From an optimization exercise on the open Yosys and OpenROAD flow, aimed at small area, a short achievable clock period and few clock cycles; shortcuts taken in it are not production practice. The RTL was checked by simulation tests, not by an equivalence proof against the original design. No activity file was given, so power comes from the tool's default toggle rates.

==> flow/design.v <==
module processor (clk,rst,imem_addr,imem_data,dmem_addr,dmem_wdata,dmem_we,dmem_re,dmem_rdata,stat);
    input clk;
    input rst;                   
    output [7:0] imem_addr;
    input [79:0] imem_data;
    output [7:0] dmem_addr;
    output [63:0] dmem_wdata;
    output dmem_we;
    output dmem_re;
    input [63:0] dmem_rdata;
    output [3:0] stat;           
    localparam [3:0] S_AOK = 4'b1000, S_HLT = 4'b0100, S_ADR = 4'b0010, S_INS = 4'b0001;
    integer i;
    reg [7:0]  pc;
    reg        pc_bad;
    reg        x_live;           
    reg [3:0]  x_stat;           
    reg        x_cmov, x_rm, x_mr, x_opq, x_call, x_ret, x_push, x_pop;
    reg [3:0]  x_fn;
    reg [3:0]  x_dst;
    reg        x_wmem;           
    reg [63:0] x_valA;           
    reg [63:0] x_valB;           
    reg [63:0] x_valC;           
    reg [2:0]  cc;               
    reg        stopped;
    reg [3:0]  stop_stat;
    reg [63:0] rf [0:14];
    reg [14:0] rf_wr;            
    function cond(input [3:0] fn, input zf, input sf, input of);
        case (fn)
            4'h0: cond = 1'b1;
            4'h1: cond = (sf ^ of) | zf;
            4'h2: cond = sf ^ of;
            4'h3: cond = zf;
            4'h4: cond = ~zf;
            4'h5: cond = ~(sf ^ of);
            4'h6: cond = ~(sf ^ of) & ~zf;
            default: cond = 1'b0;
        endcase
    endfunction
    wire        x_sub = x_opq & (x_fn[1:0] == 2'd1);
    wire        x_usea = x_opq | x_cmov;
    wire [63:0] aluY = x_usea ? (x_valA ^ {64{x_sub}}) : x_valC;
    wire [63:0] sum = x_valB + aluY + {63'd0, x_sub};
    wire [63:0] valE = (x_opq & x_fn[1]) ? (x_fn[0] ? (x_valB ^ x_valA) : (x_valB & x_valA)) : sum;
    wire n63 = x_sub ? (~x_valA[63] ^ (x_valA[62:0] == 63'd0)) : x_valA[63];
    wire e_zf = (valE == 64'd0);
    wire e_sf = valE[63];
    wire e_of = (x_fn[1] == 1'b0) & (n63 == x_valB[63]) & (sum[63] != x_valB[63]);
    wire [8:0]  lo_sum = {1'b0, x_valB[7:0]} + {1'b0, x_valC[7:0]};
    wire [63:0] pr = x_valB ^ x_valC;
    wire [63:0] gp = x_valB | x_valC;
    wire        sum_ok = (pr[8] == lo_sum[8]) & ((pr[63:9] ^ gp[62:8]) == 55'd0);
    wire        x_addr_rsp = x_pop | x_ret;
    wire        x_memop = x_rm | x_mr | x_call | x_ret | x_push | x_pop;
    wire        addr_ok = x_addr_rsp ? (x_valB[63:8] == 56'd0) : sum_ok;
    wire        mem_bad = x_memop & ~addr_ok;
    wire x_go = x_live & ~stopped & (x_stat == S_AOK);
    assign dmem_addr  = x_addr_rsp ? x_valB[7:0] : lo_sum[7:0];
    assign dmem_wdata = x_valA;
    assign dmem_we    = x_go & (x_rm | x_push | x_call) & addr_ok;
    assign dmem_re    = x_mr | x_pop | x_ret;
    wire [63:0] wval = x_wmem ? dmem_rdata : valE;
    wire        w1 = x_go & (x_dst != 4'hF) & (~x_cmov | cond(x_fn, cc[2], cc[1], cc[0]));
    wire        w2 = x_go & x_pop;                   
    wire        we1 = w1 & ~mem_bad;
    wire        we2 = w2 & ~mem_bad;
    always @(posedge clk) begin
        for (i = 0; i < 15; i = i + 1) begin
            if (we1 && x_dst == i)
                rf[i] <= wval;
            else if (i == 4 && we2)
                rf[i] <= valE;
        end
    end
    always @(posedge clk) begin
        if (rst)
            rf_wr <= 15'd0;
        else
            for (i = 0; i < 15; i = i + 1)
                if ((we1 && x_dst == i) || (i == 4 && we2))
                    rf_wr[i] <= 1'b1;
    end
    always @(posedge clk) begin
        if (rst)
            cc <= 3'b000;
        else if (x_go & x_opq)
            cc <= {e_zf, e_sf, e_of};
    end
    always @(posedge clk) begin
        if (rst) begin
            stopped <= 1'b0;
            stop_stat <= S_AOK;
        end else if (x_live & ~stopped & ((x_stat != S_AOK) | mem_bad)) begin
            stopped <= 1'b1;
            stop_stat <= (x_stat != S_AOK) ? x_stat : S_ADR;
        end
    end
    assign stat = stopped ? stop_stat : (x_live ? x_stat : S_AOK);
    assign imem_addr = pc;
    wire [3:0]  f_icode = imem_data[79:76];
    wire [3:0]  f_ifun  = imem_data[75:72];
    wire [3:0]  f_rA    = imem_data[71:68];
    wire [3:0]  f_rB    = imem_data[67:64];
    wire [63:0] f_valC  = imem_data[63:0];
    wire [63:0] f_dest  = imem_data[71:8];
    wire f_ok = ~pc_bad & (f_icode != 4'h0) & (f_icode < 4'hC);
    wire [3:0] f_stat = pc_bad ? S_ADR : (f_icode >= 4'hC) ? S_INS :
                        (f_icode == 4'h0) ? S_HLT : S_AOK;
    wire f_stack = (f_icode == 4'h8) | (f_icode == 4'h9) | (f_icode == 4'hA) | (f_icode == 4'hB);
    wire f_usesA = (f_icode == 4'h2) | (f_icode == 4'h4) | (f_icode == 4'h6) | (f_icode == 4'hA);
    wire f_usesB = (f_icode == 4'h4) | (f_icode == 4'h5) | (f_icode == 4'h6);
    wire [3:0] f_srcA = f_usesA ? f_rA : 4'hF;
    wire [3:0] f_srcB = f_stack ? 4'd4 : f_usesB ? f_rB : 4'hF;
    function [63:0] rf_init(input integer k);
        case (k)
            1: rf_init = 64'd1;   2: rf_init = 64'd2;   3: rf_init = 64'd3;
            4: rf_init = 64'd14;  7: rf_init = 64'd18;  8: rf_init = 64'd30;
            9: rf_init = 64'd20;  10: rf_init = 64'd22; 13: rf_init = 64'd1;
            14: rf_init = 64'd10;
            default: rf_init = 64'd0;
        endcase
    endfunction
    reg [63:0] rdA, rdB;
    always @(*) begin
        rdA = 64'd0;
        rdB = 64'd0;
        for (i = 0; i < 15; i = i + 1) begin
            rdA = rdA | ({64{f_srcA == i}} & (rf_wr[i] ? rf[i] : rf_init(i)));
            rdB = rdB | ({64{f_srcB == i}} & (rf_wr[i] ? rf[i] : rf_init(i)));
        end
    end
    wire [63:0] fwdA = (w1 & (f_srcA == x_dst)) ? wval : (w2 & (f_srcA == 4'd4)) ? valE : rdA;
    wire [63:0] fwdB = (w1 & (f_srcB == x_dst)) ? wval : (w2 & (f_srcB == 4'd4)) ? valE : rdB;
    wire [2:0] cc_next = (x_live & x_opq) ? {e_zf, e_sf, e_of} : cc;
    wire f_taken = (f_icode == 4'h8) |
                   ((f_icode == 4'h7) & cond(f_ifun, cc_next[2], cc_next[1], cc_next[0]));
    reg [3:0] f_len;
    always @(*) begin
        case (f_icode)
            4'h2, 4'h6, 4'hA, 4'hB: f_len = 4'd2;
            4'h3, 4'h4, 4'h5: f_len = 4'd10;
            4'h7, 4'h8: f_len = 4'd9;
            default: f_len = 4'd1;
        endcase
    end
    wire [8:0] f_valP = {1'b0, pc} + {5'd0, f_len};
    always @(posedge clk) begin
        if (rst) begin
            pc <= 8'd0;
            pc_bad <= 1'b0;
        end else if (x_live & x_ret) begin
            pc <= dmem_rdata[7:0];
            pc_bad <= (dmem_rdata[63:8] != 56'd0);
        end else if (f_taken) begin
            pc <= f_dest[7:0];
            pc_bad <= (f_dest[63:8] != 56'd0);
        end else begin
            pc <= f_valP[7:0];
            pc_bad <= f_valP[8];
        end
    end
    always @(posedge clk) begin
        if (rst)
            x_live <= 1'b0;
        else
            x_live <= ~(x_live & x_ret);
    end
    always @(posedge clk) begin
        x_stat  <= f_stat;
        x_cmov  <= f_ok & (f_icode == 4'h2);
        x_rm    <= f_ok & (f_icode == 4'h4);
        x_mr    <= f_ok & (f_icode == 4'h5);
        x_opq   <= f_ok & (f_icode == 4'h6);
        x_call  <= f_ok & (f_icode == 4'h8);
        x_ret   <= f_ok & (f_icode == 4'h9);
        x_push  <= f_ok & (f_icode == 4'hA);
        x_pop   <= f_ok & (f_icode == 4'hB);
        x_fn    <= f_ifun;
        case (f_icode)
            4'h2, 4'h3, 4'h6: x_dst <= f_rB;
            4'h5, 4'hB:       x_dst <= f_rA;
            4'h8, 4'h9, 4'hA: x_dst <= 4'd4;
            default:          x_dst <= 4'hF;
        endcase
        x_wmem <= (f_icode == 4'h5) | (f_icode == 4'hB);
        x_valA <= (f_icode == 4'h8) ? {55'd0, f_valP} : fwdA;
        x_valB <= fwdB;
        case (f_icode)
            4'h8, 4'hA: x_valC <= 64'hFFFF_FFFF_FFFF_FFF8;    
            4'h9, 4'hB: x_valC <= 64'd8;
            default:    x_valC <= f_valC;
        endcase
    end
endmodule
==> flow/run.sh <==
#!/bin/bash
# synth_recipe.tcl (not shown) runs the flow's synth.tcl, then flattens the netlist and writes it again
# the make line also repeats each setting of config.mk as NAME=value (left out here)
make -C /OpenROAD-flow-scripts/flow DESIGN_CONFIG=/design/flow/config.mk WORK_HOME=/design/flow/orfs CLKGATE_MAP_FILE= SYNTH_SCRIPT=/design/flow/synth_recipe.tcl finish
==> flow/config.mk <==
export PLATFORM = sky130hd
export DESIGN_NAME = processor
export DESIGN_NICKNAME = processor
export VERILOG_FILES = /design/flow/design.v
export SDC_FILE = /design/flow/constraint.sdc
export NUM_CORES = 8
export LEC_CHECK = 0
export CAP_MARGIN = 40
export CORE_MARGIN = 2
export CORE_UTILIZATION = 40
export SLEW_MARGIN = 40
==> flow/constraint.sdc <==
create_clock -name core_clock -period 32.0 [get_ports {clk}]
set_input_delay 6.4000 -clock core_clock [delete_from_list [all_inputs] [get_ports {clk}]]
set_output_delay 6.4000 -clock core_clock [all_outputs]
set_load 0.01 [all_outputs]
==> impl_results.md, run 1 <==
- Crit end category: output pin
- GRT Util Overall: 0.434
- First DRT Iteration DRCs: roughly 14000
- Slew @ Worst Pin: 1.07 ns
- I/O Pins: 232
- Post-route ant nets: 0
- Flops & latches, synth: around 1200
- Filler cells: 15400
- CTS resizes: 0
- Tmin final: 10.92 ns
- Crit path required time: 25.60 ns
- Synth warnings: 2
- Drt wl/cell: 41.3 µm
- Antenna violations before repair: 32
- Final #Nets: 7156
- Most common flop cell mapped by yosys: edfxtp_1
- Hold Crit Endpoint: stop_stat[3]$_SDFFE_PP1P_
- Clock transition at the registers of the reported paths: 0.06 ns
- Initial Utilization: 0.402
- DRT Wirelength: 377 mm
- TNS Setup: 0 ns
- Crit-path max cell delay: 0.92 ns
- Max Root-Sink Buffers: 3
- TritonCTS Buffers: 131
- Crit Path Class: register to output pin
- Most instantiated cells after synthesis: nand3_1, edfxtp_1, clkbuf_1
- Crit-path slowest cell: dfxtp_1
- WHS Path Cells: 2
- First-pass GRT wire length: just over 500 mm
- Yosys top cell by area: edfxtp_1
- Leakage: roughly 26 nW
- Top area cells in the synthesized netlist: edfxtp_1, nand3_1, dfxtp_1
- Die span in y: 410 µm
- RSZ-0062 raised after global routing: false
- Port-buffer cells: 231
- Cell variety after synth: 91
- Max VDD drop: 0.0375 mV
- Most common cell in the netlist: nand3_1
- Total power: 3.89 mW
- Clock root buffer: clkbuf_16
- Finished Cell Area: 0.0758 mm²
- Reg2reg start: x_fn[0]$_DFF_P_
- Share of layout cells above drive strength 1: 0.0952
- Crit share post-route: 0.341
- Async S/R FF share, synth: 0
- Pwr dens: 51.4 mW/mm²
- Fmax: 91.6 MHz
- Mapped Nets: 7153
- Avg Cell Area, Syn: 9.70 µm²
- Max-cap viol count: 0
- Drt drc: 0
- Sequential share of the synthesized area: 0.511
- Mapped Cells: 6811
- Vias in the first global route: 61171
- Row count: 149
- H-tree Lvls: 4
- CP delay by family, top: compound AO/OA/AOI/OAI gates
- Hold Startpoint: stop_stat[3]$_SDFFE_PP1P_
- R2r setup slk: around 22 ns
- TritonCTS clock tree: built
- Placement Setup Slack: 20.81 ns
- Setup Fix Bufs, Post-CTS: 0
- Chip width: 410 µm
- Clock Sinks: roughly 1200
- Crit path max fanout: 4
- FF-to-FF End: pc[2]$_SDFF_PP0_
- Area of the multi-input gates: 0.0299 mm²
- Number of flops mapped to enable cells by yosys: 960
- Vias/cell: 7.28
- Post-DP HPWL: 244 mm
- HP Class: register to register
- Startpoint Class: register
- Worst path bufs/invs: 2
- Synth top area share: 0.436
- Global route overflow: 0
- Largest net degree at the start of global routing: 122
- Register Area: 0.0338 mm²
- Pins Over Slew Limit: 0
- DIE AREA: 0.168 mm²
- Total number of vias: about 66000
- Outcome: no timing/DRC/antenna violations
- Final setup violation count: 0
- Hold Buf Count CTS: 0
- Hold Slack: 0.447 ns
- Worst setup margin: 21.08 ns
- Worst skew pair latency: 0.83 ns
- Layout Skew: around 0.042 ns
- WP data arrival: 4.52 ns
- Relative slew slack: 0.286
- Reg2Reg Depth: 21
- Drt pass-1 iters: 9
- Core area: 0.164 mm²
- RePlAce Congestion: 1.02
- Area delta synth->final: 14.7%
- CP Cell Sequence: inv_1 > ha_1 > xor2_1 > o221ai_1 > a2111oi_0 > nand4_1 > nor4_1 > a41o_1 > and3_1 > clkdlybuf4s50_1
- Post-Synthesis Cell Area: 0.0661 mm²
- Placed Area: around 0.07 mm²
- Fin. Hold Viols: 0
[worst max-delay path by stage]
| stage | endpoint | cells past startpoint | slack, ns | startpoint |
|---|---|---|---|---|
| after floorplan | pc[6]$_SDFF_PP0_ | 13 | 23.00 | imem_data[77] |
| after global placement | x_valB[7]$_DFF_P_ | 13 | 20.93 | imem_data[76] |
| after detailed placement | x_valB[6]$_DFF_P_ | 13 | 20.81 | imem_data[76] |
| after CTS | dmem_we | 10 | 21.17 | x_valB[45]$_DFF_P_ |
| after global routing | dmem_we | 10 | 20.92 | x_valB[45]$_DFF_P_ |
| final | dmem_we | 10 | 21.08 | x_valB[45]$_DFF_P_ |
[layer usage]
| metal | part of all wire | GRT usage | vias to the layer above |
|---|---|---|---|
| met3 | 0.16 | 0.202 | 1960 |
| li1 | - | - | 26309 |
| met4 | 0.10 | 0.343 | 26 |
| met5 | 0.00059 | 0 | - |
| met1 | 0.33 | 0.502 | 31586 |
| met2 | 0.40 | 0.614 | 6604 |
[metrics by stage]
| step | util | instances |
|---|---|---|
| 2_1_floorplan | - | 6811 |
| 3_3_place_gp | 0.432 | 8862 |
| 3_5_place_dp | 0.434 | 8867 |
| 4_1_cts | 0.460 | 9108 |
| 5_1_grt | 0.461 | 9116 |
| 6_report | 0.461 | 9135 |
[final cells by class]
type / count / area share
Tap cell: 2189 / 0.0361
Sequential cell: 1206 / 0.446
Clock inverter: 68 / 0.00899
Antenna cell: 24 / 0.000792
Multi-Input combinational cell: 4816 / 0.395
Inverter: 206 / 0.0102
Clock buffer: 173 / 0.0472
Timing Repair Buffer: 453 / 0.0556
[logic make-up (layout without fill, tap and decap cells)]
family | after synthesis | after routing | share of synthesized area
simple gates | 2812 | 2812 | 0.214
flops | 1206 | 1206 | 0.511
compound gates | 1574 | 1574 | 0.159
buf+inv | 789 | 900 | 0.0453
mux | 140 | 140 | 0.0216
fa+ha+maj | 196 | 196 | 0.0376
other cells | 0 | 24 | 0
xor+xnor | 94 | 94 | 0.0125
[placed cells by master (no fill, tap or decap), types with 96 or more instances in the layout]
cell type,instances
nand3_1,1201
edfxtp_1,960
nand2_1,464
nand4_1,324
o21ai_0,320
a21oi_1,315
nor2_1,275
a31oi_1,231
clkdlybuf4s50_1,230
dfxtp_1,223
inv_1,205
buf_4,194
ha_1,192
clkbuf_16,131
and3_1,124
a311oi_1,118
mux2i_1,117
nor4_1,96
[report_power, final]
group	switching [mW]	internal, mW	leakage [nW]
Sequential	0.0477	1.77	10.7
Clock	0.690	0.854	2.08
Combinational	0.390	0.146	13.3
Total	1.13	2.77	26.1
[sequential cells by signal, indices dropped and copies added, names as in the netlist]
signal / flops
x_pop: 1
x_opq: 1
cc: 3
x_stat: 4
x_wmem: 1
pc: 8
x_valA: 64
pc_bad: 1
rf: 960
x_cmov: 1
stopped: 1
x_live: 1
x_valC: 64
rf_wr: 15
x_push: 1
x_fn: 4
x_dst: 4
x_mr: 1
x_rm: 1
x_valB: 64
stop_stat: 4
x_call: 1
x_ret: 1
[worst min-delay path, stage by stage, from the launching register on]
cell and delay [ns]:
dfxtp_1 0.31, nand2_1 0.05, nand2_1 0.04
Testbench counts, summed over its fixed seeds: cycles 36,695.
==> inputs of run 2 (changes only) <==
--- a/flow/design.v
+++ b/flow/design.v
@@ -26,7 +26,6 @@
     reg        stopped;
     reg [3:0]  stop_stat;
     reg [63:0] rf [0:14];
-    reg [14:0] rf_wr;            
     function cond(input [3:0] fn, input zf, input sf, input of);
         case (fn)
             4'h0: cond = 1'b1;
@@ -66,21 +65,25 @@
     wire        w2 = x_go & x_pop;                   
     wire        we1 = w1 & ~mem_bad;
     wire        we2 = w2 & ~mem_bad;
+    function [63:0] rf_init(input integer k);
+        case (k)
+            1: rf_init = 64'd1;   2: rf_init = 64'd2;   3: rf_init = 64'd3;
+            4: rf_init = 64'd14;  7: rf_init = 64'd18;  8: rf_init = 64'd30;
+            9: rf_init = 64'd20;  10: rf_init = 64'd22; 13: rf_init = 64'd1;
+            14: rf_init = 64'd10;
+            default: rf_init = 64'd0;
+        endcase
+    endfunction
+    wire [63:0] wd0 = wval & {64{~rst}};
+    wire [63:0] wd1 = wval | {64{rst}};
+    wire [63:0] wr4 = valE & {64{~rst}};
     always @(posedge clk) begin
         for (i = 0; i < 15; i = i + 1) begin
-            if (we1 && x_dst == i)
-                rf[i] <= wval;
+            if (rst || (we1 && x_dst == i))
+                rf[i] <= (rf_init(i) & wd1) | (~rf_init(i) & wd0);
             else if (i == 4 && we2)
-                rf[i] <= valE;
+                rf[i] <= wr4;
         end
-    end
-    always @(posedge clk) begin
-        if (rst)
-            rf_wr <= 15'd0;
-        else
-            for (i = 0; i < 15; i = i + 1)
-                if ((we1 && x_dst == i) || (i == 4 && we2))
-                    rf_wr[i] <= 1'b1;
     end
     always @(posedge clk) begin
         if (rst)
@@ -113,22 +116,13 @@
     wire f_usesB = (f_icode == 4'h4) | (f_icode == 4'h5) | (f_icode == 4'h6);
     wire [3:0] f_srcA = f_usesA ? f_rA : 4'hF;
     wire [3:0] f_srcB = f_stack ? 4'd4 : f_usesB ? f_rB : 4'hF;
-    function [63:0] rf_init(input integer k);
-        case (k)
-            1: rf_init = 64'd1;   2: rf_init = 64'd2;   3: rf_init = 64'd3;
-            4: rf_init = 64'd14;  7: rf_init = 64'd18;  8: rf_init = 64'd30;
-            9: rf_init = 64'd20;  10: rf_init = 64'd22; 13: rf_init = 64'd1;
-            14: rf_init = 64'd10;
-            default: rf_init = 64'd0;
-        endcase
-    endfunction
     reg [63:0] rdA, rdB;
     always @(*) begin
         rdA = 64'd0;
         rdB = 64'd0;
         for (i = 0; i < 15; i = i + 1) begin
-            rdA = rdA | ({64{f_srcA == i}} & (rf_wr[i] ? rf[i] : rf_init(i)));
-            rdB = rdB | ({64{f_srcB == i}} & (rf_wr[i] ? rf[i] : rf_init(i)));
+            rdA = rdA | ({64{f_srcA == i}} & rf[i]);
+            rdB = rdB | ({64{f_srcB == i}} & rf[i]);
         end
     end
     wire [63:0] fwdA = (w1 & (f_srcA == x_dst)) ? wval : (w2 & (f_srcA == 4'd4)) ? valE : rdA;
==> impl_results.md, run 2 <==
- Drt wl/cell: 42.4 µm (was 41.3 µm)
- TritonCTS Buffers: 120 (was 131)
- Hold Slack: 0.480 ns (was 0.447 ns)
- Flops & latches, synth: 1191 (was 1206)
- H-tree Lvls: 3 (was 4)
- Total power: 4.74 mW (was 3.89 mW)
- Sequential share of the synthesized area: 0.549 (was 0.511)
- First DRT Iteration DRCs: 12414 (was 13692)
- Chip width: 394 µm (was 410 µm)
- Pins Over Slew Limit: 0 (unchanged)
- Fmax: 88.1 MHz (was 91.6 MHz)
- Share of layout cells above drive strength 1: 0.118 (was 0.0952)
- CP Cell Sequence: ha_1 > nor2b_1 > o21ai_0 > a21boi_0 > o21ai_0 > nand2b_1 > a21o_1 > a21oi_1 > xnor2_1 > o21ai_2 > and3_1 > clkdlybuf4s50_1 (was inv_1 > ha_1 > xor2_1 > o221ai_1 > a2111oi_0 > nand4_1 > nor4_1 > a41o_1 > and3_1 > clkdlybuf4s50_1)
- Initial Utilization: 0.402 (about the same)
- Crit-path max cell delay: 0.65 ns (was 0.92 ns)
- Crit-path most repeated cell: o21ai_0
- Pwr dens: 67.0 mW/mm² (was 51.4 mW/mm²)
- RePlAce Congestion: 1.02 (about the same)
- HP Class: register to register (unchanged)
- Setup Fix Bufs, Post-CTS: 0 (unchanged)
- Layout Skew: 0.0619 ns (was 0.0422 ns)
- Startpoint Class: register (unchanged)
- Post-Synthesis Cell Area: 0.0609 mm² (was 0.0661 mm²)
- Area of the multi-input gates: 0.0262 mm² (was 0.0299 mm²)
- Final setup violation count: 0 (unchanged)
- Cell variety after synth: 90 (was 91)
- TritonCTS clock tree: built (unchanged)
- Core area: 0.152 mm² (was 0.164 mm²)
- Max VDD drop: 0.0538 mV (was 0.0375 mV)
- Antenna violations before repair: 22 (was 32)
- Max Root-Sink Buffers: 3 (unchanged)
- Mapped Cells: 5449 (was 6811)
- Row count: 143 (was 149)
- Most frequent cells in the layout: edfxtp_1, nor2_1, nand2_1 (was nand3_1, edfxtp_1, nand2_1)
- RSZ-0062 raised after global routing: false (unchanged)
- CTS resizes: 0 (unchanged)
- Avg Cell Area, Syn: 11.2 µm² (was 9.70 µm²)
- Crit end category: output pin (unchanged)
- Clock transition at the registers of the reported paths: 0.07 ns (was 0.06 ns)
- Area delta synth->final: 16.1% (was 14.7%)
- Clock root buffer: clkbuf_16 (unchanged)
- Crit path required time: 25.60 ns (about the same)
- Tmin final: 11.35 ns (was 10.92 ns)
- Crit Path Class: register to output pin (unchanged)
- Worst skew pair latency: 0.80 ns (was 0.83 ns)
- Async S/R FF share, synth: 0 (unchanged)
- Final core utilization: 0.467 (was 0.461)
- DRT Wirelength: 327 mm (was 377 mm)
- Drt drc: 0 (unchanged)
- Crit path max fanout: 4 (unchanged)
- Global route overflow: 0 (unchanged)
- Total number of vias: 56807 (was 66485)
- Vias/cell: 7.37 (was 7.28)
- Most instantiated cells after synthesis: edfxtp_1, nor2_1, clkbuf_1 (was nand3_1, edfxtp_1, clkbuf_1)
- GRT Util Overall: 0.404 (was 0.434)
- Die span in y: 394 µm (was 410 µm)
- Top area cells in the synthesized netlist: edfxtp_1, dfxtp_1, ha_1 (was edfxtp_1, nand3_1, dfxtp_1)
- Port-buffer cells: 231 (unchanged)
- CP delay by family, top: compound AO/OA/AOI/OAI gates (unchanged)
- WP data arrival: 4.95 ns (was 4.52 ns)
- Outcome: no timing/DRC/antenna violations (unchanged)
- Commonest non-fill, non-tap cell in the layout: edfxtp_1 (was nand3_1)
- Post-route ant nets: 0 (unchanged)
- Final #Nets: 5900 (was 7156)
- # placed instances: 7463 (was 8867)
- Worst path bufs/invs: 1 (was 2)
- Drt pass-1 iters: 12 (was 9)
- Crit-path slowest cell: dfxtp_1 (unchanged)
- TNS Setup: 0 ns (unchanged)
- Filler cells: 13809 (was 15400)
- First-pass GRT wire length: 438 mm (was 505 mm)
- Synth warnings: 2 (unchanged)
- Fin. Hold Viols: 0 (unchanged)
- Final cell count without fillers: 7713 (was 9135)
- Hold Buf Count CTS: 0 (unchanged)
- Relative slew slack: 0.294 (was 0.286)
- Yosys top cell by area: edfxtp_1 (unchanged)
- Max-cap viol count: 0 (unchanged)
- Largest net degree at the start of global routing: 75 (was 122)
- Mapped Nets: 5791 (was 7153)
- Largest register by flop count: rf (unchanged)
- Most common cell in the netlist: edfxtp_1 (was nand3_1)
- Slew @ Worst Pin: 1.05 ns (was 1.07 ns)
- Max reg flops: 960 (unchanged)
- Post-DP HPWL: 211 mm (was 244 mm)
- Vias in the first global route: 52811 (was 61171)
- DIE AREA: 0.156 mm² (was 0.168 mm²)
- Most common flop cell mapped by yosys: edfxtp_1 (unchanged)
- Crit share post-route: 0.355 (was 0.341)
- Synth top area share: 0.473 (was 0.436)
- Leakage: 25.5 nW (was 26.1 nW)
- Number of flops mapped to enable cells by yosys: 960 (unchanged)
- Clock Sinks: 1191 (was 1206)
- I/O Pins: 232 (unchanged)
- Register Area: 0.0335 mm² (was 0.0338 mm²)
==> run 2: logic make-up after synthesis <==
kind of cell,count (synthesis),synth area share
XOR/XNOR,92,0.0134
flip-flops,1191,0.549
AND/OR/NAND/NOR,1357,0.106
multiplexers,160,0.0272
AO/OA/AOI/OAI,1892,0.229
adder cells (fa/ha/maj),196,0.0407
buffers and inverters,561,0.0351
==> run 2: final cells by class <==
class | instances | share of cell area
diodes | 18 | 0.000637
flip-flops and latches | 1191 | 0.473
well taps | 2030 | 0.0359
clock buffers | 157 | 0.0489
repair buffers | 403 | 0.0520
clock inverters | 72 | 0.0122
multi-input cells | 3697 | 0.370
inverters | 145 | 0.00769
==> run 2: final timing paths <==
check,from,slack (ns),end,cells after the start
worst max-delay path,x_valB[2]$_DFF_P_,20.65,dmem_we,12
worst max register to register,x_opq$_DFF_P_,23.15,pc[4]$_SDFF_PP0_,22
worst min register to register,pc_bad$_SDFF_PP0_,0.48,x_stat[1]$_SDFF_PP1_,0
worst min-delay path,pc_bad$_SDFF_PP0_,0.48,x_stat[1]$_SDFF_PP1_,0
==> run 2: per-layer routing <==
layer	track usage	vias up	routed length, µm
met1	0.476	27318	110000
met2	0.584	5686	134000
met4	0.303	30	30700
met3	0.172	1664	51500
met5	0.00893	-	292
li1	-	22109	-
==> run 2: per-stage QoR <==
stage | setup slack (ns) | area (µm²)
2_1_floorplan | 22.75 | 60900
3_3_place_gp | 20.83 | 66000
3_5_place_dp | 20.84 | 66200
4_1_cts | 20.72 | 70600
5_1_grt | 20.49 | 70700
6_report | 20.65 | 70800
==> run 2: power breakdown <==
group	internal [mW]	switching (mW)	leakage, nW	total, mW
clock network	0.872	0.656	2.07	1.53
registers	1.97	0.223	11.7	2.20
logic	0.311	0.706	11.7	1.02
Testbench counts of run 2, summed over its fixed seeds: cycles 36,695.

[what the ideal ports hide]
How much do the figures lean on ideal ports? The routed layouts below were timed once more, with nothing changed but the port constraints.
Step 1, drivers: a clkbuf_16 drives clk and a buf_2 each remaining input, both assumed.
Step 2, shift: input delay + t, output delay - t, t = (earliest + latest rising clock arrival at the registers) / 2. This alone moves slack from input paths to output paths.
Three values: no drivers, after step 1, after step 2; two values: the first two.
| run | t, ns | setup slack, ns | pins driven straight from the clock port |
|---|---|---|---|
| run 1 | 0.897 | 21.081 / 20.990 / 20.395 | 1 |
| run 2 | 0.850 | 20.652 / 20.572 / 20.573 | 1 |
After both steps every run listed still meets setup and hold. The setup slack of run 1, which loses most, moves by -0.091 ns with the drivers and by -0.686 ns with both steps.
